This is an optimization exercise on Yosys and OpenROAD, whose aim is small area, not a production implementation. In this exercise RTL edits were held to simulation tests only and were not proved equivalent to the original.

Setup of JK:
// top_module
module top_module(
	input CLOCK,
	input reset,
	input PS2Clk,
	input PS2Data,
	input [15:1] SW,
	input PB1,PB2,
	output [6:0] seg,
	output [3:0] an,
	output [3:0] JA,
	output LED
    );
Size: ~1800 cells after synthesis, roughly 37 I/O pins, about 13000 um^2 of cells after synthesis.
clock: 44.0 ns
lec_check: 0
cap_margin: 20
core_margin: 2
core_utilization: 40
slew_margin: 20
standard.sh (not shown) runs the stock make flow with config.mk's settings and CLKGATE_MAP_FILE= SYNTH_SCRIPT=/design/flow/synth_recipe.tcl, a recipe that flattens the netlist after the stock synthesis.
==> flow/flow/run.sh <==
#!/bin/bash
# Own layout flow: the standard synthesis (registers and their names
# unchanged), then the combinational logic between the registers
# re-optimised for area by ABC, then the standard layout from floorplan
# to finish.  Each tool writes its full output to a log of its own here.
set -euo pipefail
W=$(pwd)
F=$W/flow
R=$W/orfs/results/${FLOW_PLATFORM:-sky130hd}/top_module/base
export REOPT_LIB=$FLOW_HOME/platforms/sky130hd/lib/sky130_fd_sc_hd__tt_025C_1v80.lib
export REOPT_DIR=$W/reopt
mkdir -p "$REOPT_DIR"

# 1. standard synthesis only
bash standard.sh "$R/1_2_yosys.v" > "$W/flow_synth.log" 2>&1
cp "$R/1_2_yosys.v" "$REOPT_DIR/std.v"

# 2. combinational re-optimisation
grep -o -- "-dont_use [A-Za-z0-9_]*" "$W/orfs/logs/${FLOW_PLATFORM:-sky130hd}/top_module/base/1_2_yosys.log" \
    | sort -u | tr '\n' ' ' > "$REOPT_DIR/dont_use.txt" || true
yosys -q -p "read_liberty -ignore_miss_func $REOPT_LIB; write_verilog -noattr $REOPT_DIR/cells_all.v" \
    > "$W/flow_cells.log" 2>&1
python3 "$F/comb_cells.py" "$REOPT_DIR/cells_all.v" "$REOPT_DIR/cells_comb.v" > "$W/flow_comb_cells.log" 2>&1
export REOPT_IN=$REOPT_DIR/std.v
export REOPT_OUT=$REOPT_DIR/reopt.v
export REOPT_SCRIPT=$F/area.abc
yosys -c "$F/reopt.tcl" > "$W/flow_reopt.log" 2>&1
cp "$REOPT_OUT" "$R/1_2_yosys.v"

# 3. standard layout from the re-optimised netlist
bash standard.sh > "$W/flow_layout.log" 2>&1
Other scripts of this flow, unchanged in this note and not shown: flow/flow/area.abc, flow/flow/comb_cells.py, flow/flow/reopt.tcl
For MS, these inputs were changed with respect to JK:
--- a/flow/design.v
+++ b/flow/design.v
@@ -28,32 +28,32 @@
             Freq <= SW[12:1];
         else if (PB2)
             Amp <= SW[12:1];
     reg [16:0] c2;
     reg show_freq;
     always @(posedge CLOCK)
         if (reset) begin
-            c2 <= 17'd100000;
+            c2 <= 17'h15728;
             show_freq <= 1'b0;
-        end else if (c2 == 17'd100000) begin
-            c2 <= 17'd0;
+        end else if (c2 == 17'h15728) begin
+            c2 <= 17'h1ffff;
             show_freq <= ~show_freq;
         end else
-            c2 <= c2 + 1'b1;
+            c2 <= {c2[15:0], c2[16] ^ c2[13]};
     reg [8:0] c3;
     reg dac_start;
     always @(posedge CLOCK)
         if (reset) begin
-            c3 <= 9'd500;
+            c3 <= 9'h1bc;
             dac_start <= 1'b0;
-        end else if (c3 == 9'd500) begin
-            c3 <= 9'd0;
+        end else if (c3 == 9'h1bc) begin
+            c3 <= 9'h1ff;
             dac_start <= ~dac_start;
         end else
-            c3 <= c3 + 1'b1;
+            c3 <= {c3[7:0], c3[8] ^ c3[4]};
     reg [17:0] sc_cnt;
     reg sc_w, sc_clk;
     wire [11:0] Fd = (Freq == 12'd0) ? 12'd1 : Freq;
     wire [17:0] T = 18'd195312 / Fd;
     wire [17:0] sc_next = sc_w ? 18'd0 : sc_cnt + 1'b1;
     always @(posedge CLOCK) begin
         sc_cnt <= sc_next;
@@ -153,55 +153,65 @@
             7'd63: qv = 11'h7fe;
             7'd64: qv = 11'h7ff;
             default: qv = 11'h7ff;
         endcase
     end
     wire [11:0] sine_val = ~wc[7] ? {1'b1, qv} :
                            (sj == 7'd0) ? 12'h800 : {1'b0, ~qv};
+    wire inwin = cnt[4] & (cnt[3:0] <= 4'd12);
+    wire [1:0] mode_now = set_tri ? 2'd1 : set_sqr ? 2'd2 : set_sine ? 2'd3 : 2'd0;
+    reg pend;
+    reg [1:0] pmode;
+    always @(posedge CLOCK) begin
+        if (start_rise & inwin) pmode <= mode_now;
+        if (reset) pend <= 1'b0;
+        else if (start_rise & inwin) pend <= 1'b1;
+        else if (~inwin) pend <= 1'b0;
+    end
+    wire upd = (start_rise | pend) & ~inwin;
+    wire [1:0] mode = pend ? pmode : mode_now;
     always @(posedge CLOCK)
         if (reset) begin
             data_a <= 12'd0;
             wc <= 9'd0;
-        end else if (start_rise) begin
-            if (set_tri) begin
+        end else if (upd) begin
+            if (mode == 2'd1) begin
                 if (wc == 9'd0) begin
                     if (data_a >= 12'd4063) begin
                         wc <= 9'd1;
                         data_a[11:5] <= data_a[11:5] - 1'b1;
                     end else
                         data_a[11:5] <= data_a[11:5] + 1'b1;
                 end else begin
                     if (data_a < 12'd32) begin
                         wc <= 9'd0;
                         data_a[11:5] <= data_a[11:5] + 1'b1;
                     end else
                         data_a[11:5] <= data_a[11:5] - 1'b1;
                 end
-            end else if (set_sqr) begin
+            end else if (mode == 2'd2) begin
                 data_a <= (wc <= 9'd128) ? 12'h000 : 12'hFFF;
                 wc <= (wc == 9'd256) ? 9'd0 : wc + 1'b1;
-            end else if (set_sine) begin
+            end else if (mode == 2'd3) begin
                 data_a <= sine_val;
                 wc <= (wc >= 9'd255) ? 9'd0 : wc + 1'b1;
             end
         end
     reg busy, shifting;       
     reg [3:0] k;              
-    reg [11:0] Dm;
     reg [11:0] H;
     reg [12:0] L;
     wire mul_step = ~busy & cnt[4] & (cnt[3:0] != 4'd0) & (cnt[3:0] <= 4'd13);
     wire div_step = shifting & div_rise & (k >= 4'd2) & (k != 4'd15);
-    wire [12:0] msum = {1'b0, H} + (L[0] ? {1'b0, Dm} : 13'd0);
+    wire [12:0] msum = {1'b0, H} + (L[0] ? {1'b0, data_a} : 13'd0);
     wire [12:0] dx = {H, L[12]};
     wire dq = (dx >= 13'd3300);
     wire [12:0] dr = dq ? dx - 13'd3300 : dx;
     always @(posedge CLOCK) begin
         if (cap & ~busy) begin
-            Dm <= data_a;
             H <= 12'd0;
             L <= {1'b0, Amp};
         end else if (mul_step) begin
             H <= msum[12:1];
             L <= {msum[0], L[12:1]};
         end else if (div_step) begin
             H <= dr[11:0];
Notes after the runs:
Cmp MS and JK / die outline width / higher: JK. Share of final layout cell area taken by non-clock buffers across MS and JK: no real change. Measured against each other, MS and JK differ in worst setup timing slack at the placement stage, the higher figure coming from JK. NOTE: layout cell share with drive strength beyond 1 in MS exceeds that of JK. MS — core utilization 0.34 points higher, JK as reference. Of MS and JK, the lower clock skew belongs to JK. When MS is measured against JK, its sequential cell count turns out about 5% lower. The final reports for MS and JK show overall routing resource usage lower in the former. Looking at final wirelength, MS sits 2.3% lower than JK does. | maximum fanout along the worst path | MS vs JK | 2 lower |.

## afterwards: timing with drivers on the ports
In the flow no input, the clock included, has a driving cell. The finished layouts below were timed again as built, in two steps.
Step 1: set_driving_cell puts a clkbuf_16 on CLOCK and a buf_2 on each other input, an assumption about the parent block.
Step 2, shift: input delay + t, output delay - t, t = (earliest + latest rising clock arrival at the registers) / 2. This alone moves slack from input paths to output paths.
Three values: ideal ports, drivers, drivers and shift; two values: the first two.
run	t, ns	slack for setup (ns)	worst setup path at the end	clock arrival spread, ns	worst register clock-pin slew, ns
JK	0.477	6.926 / 6.926 / 6.926	register to register	0.014 / 0.015	0.07 / 0.07
MS	0.468	5.187 / 5.187 / 5.187	register to register	0.018 / 0.019	0.08 / 0.08
After both steps setup and hold are still met in every run listed.
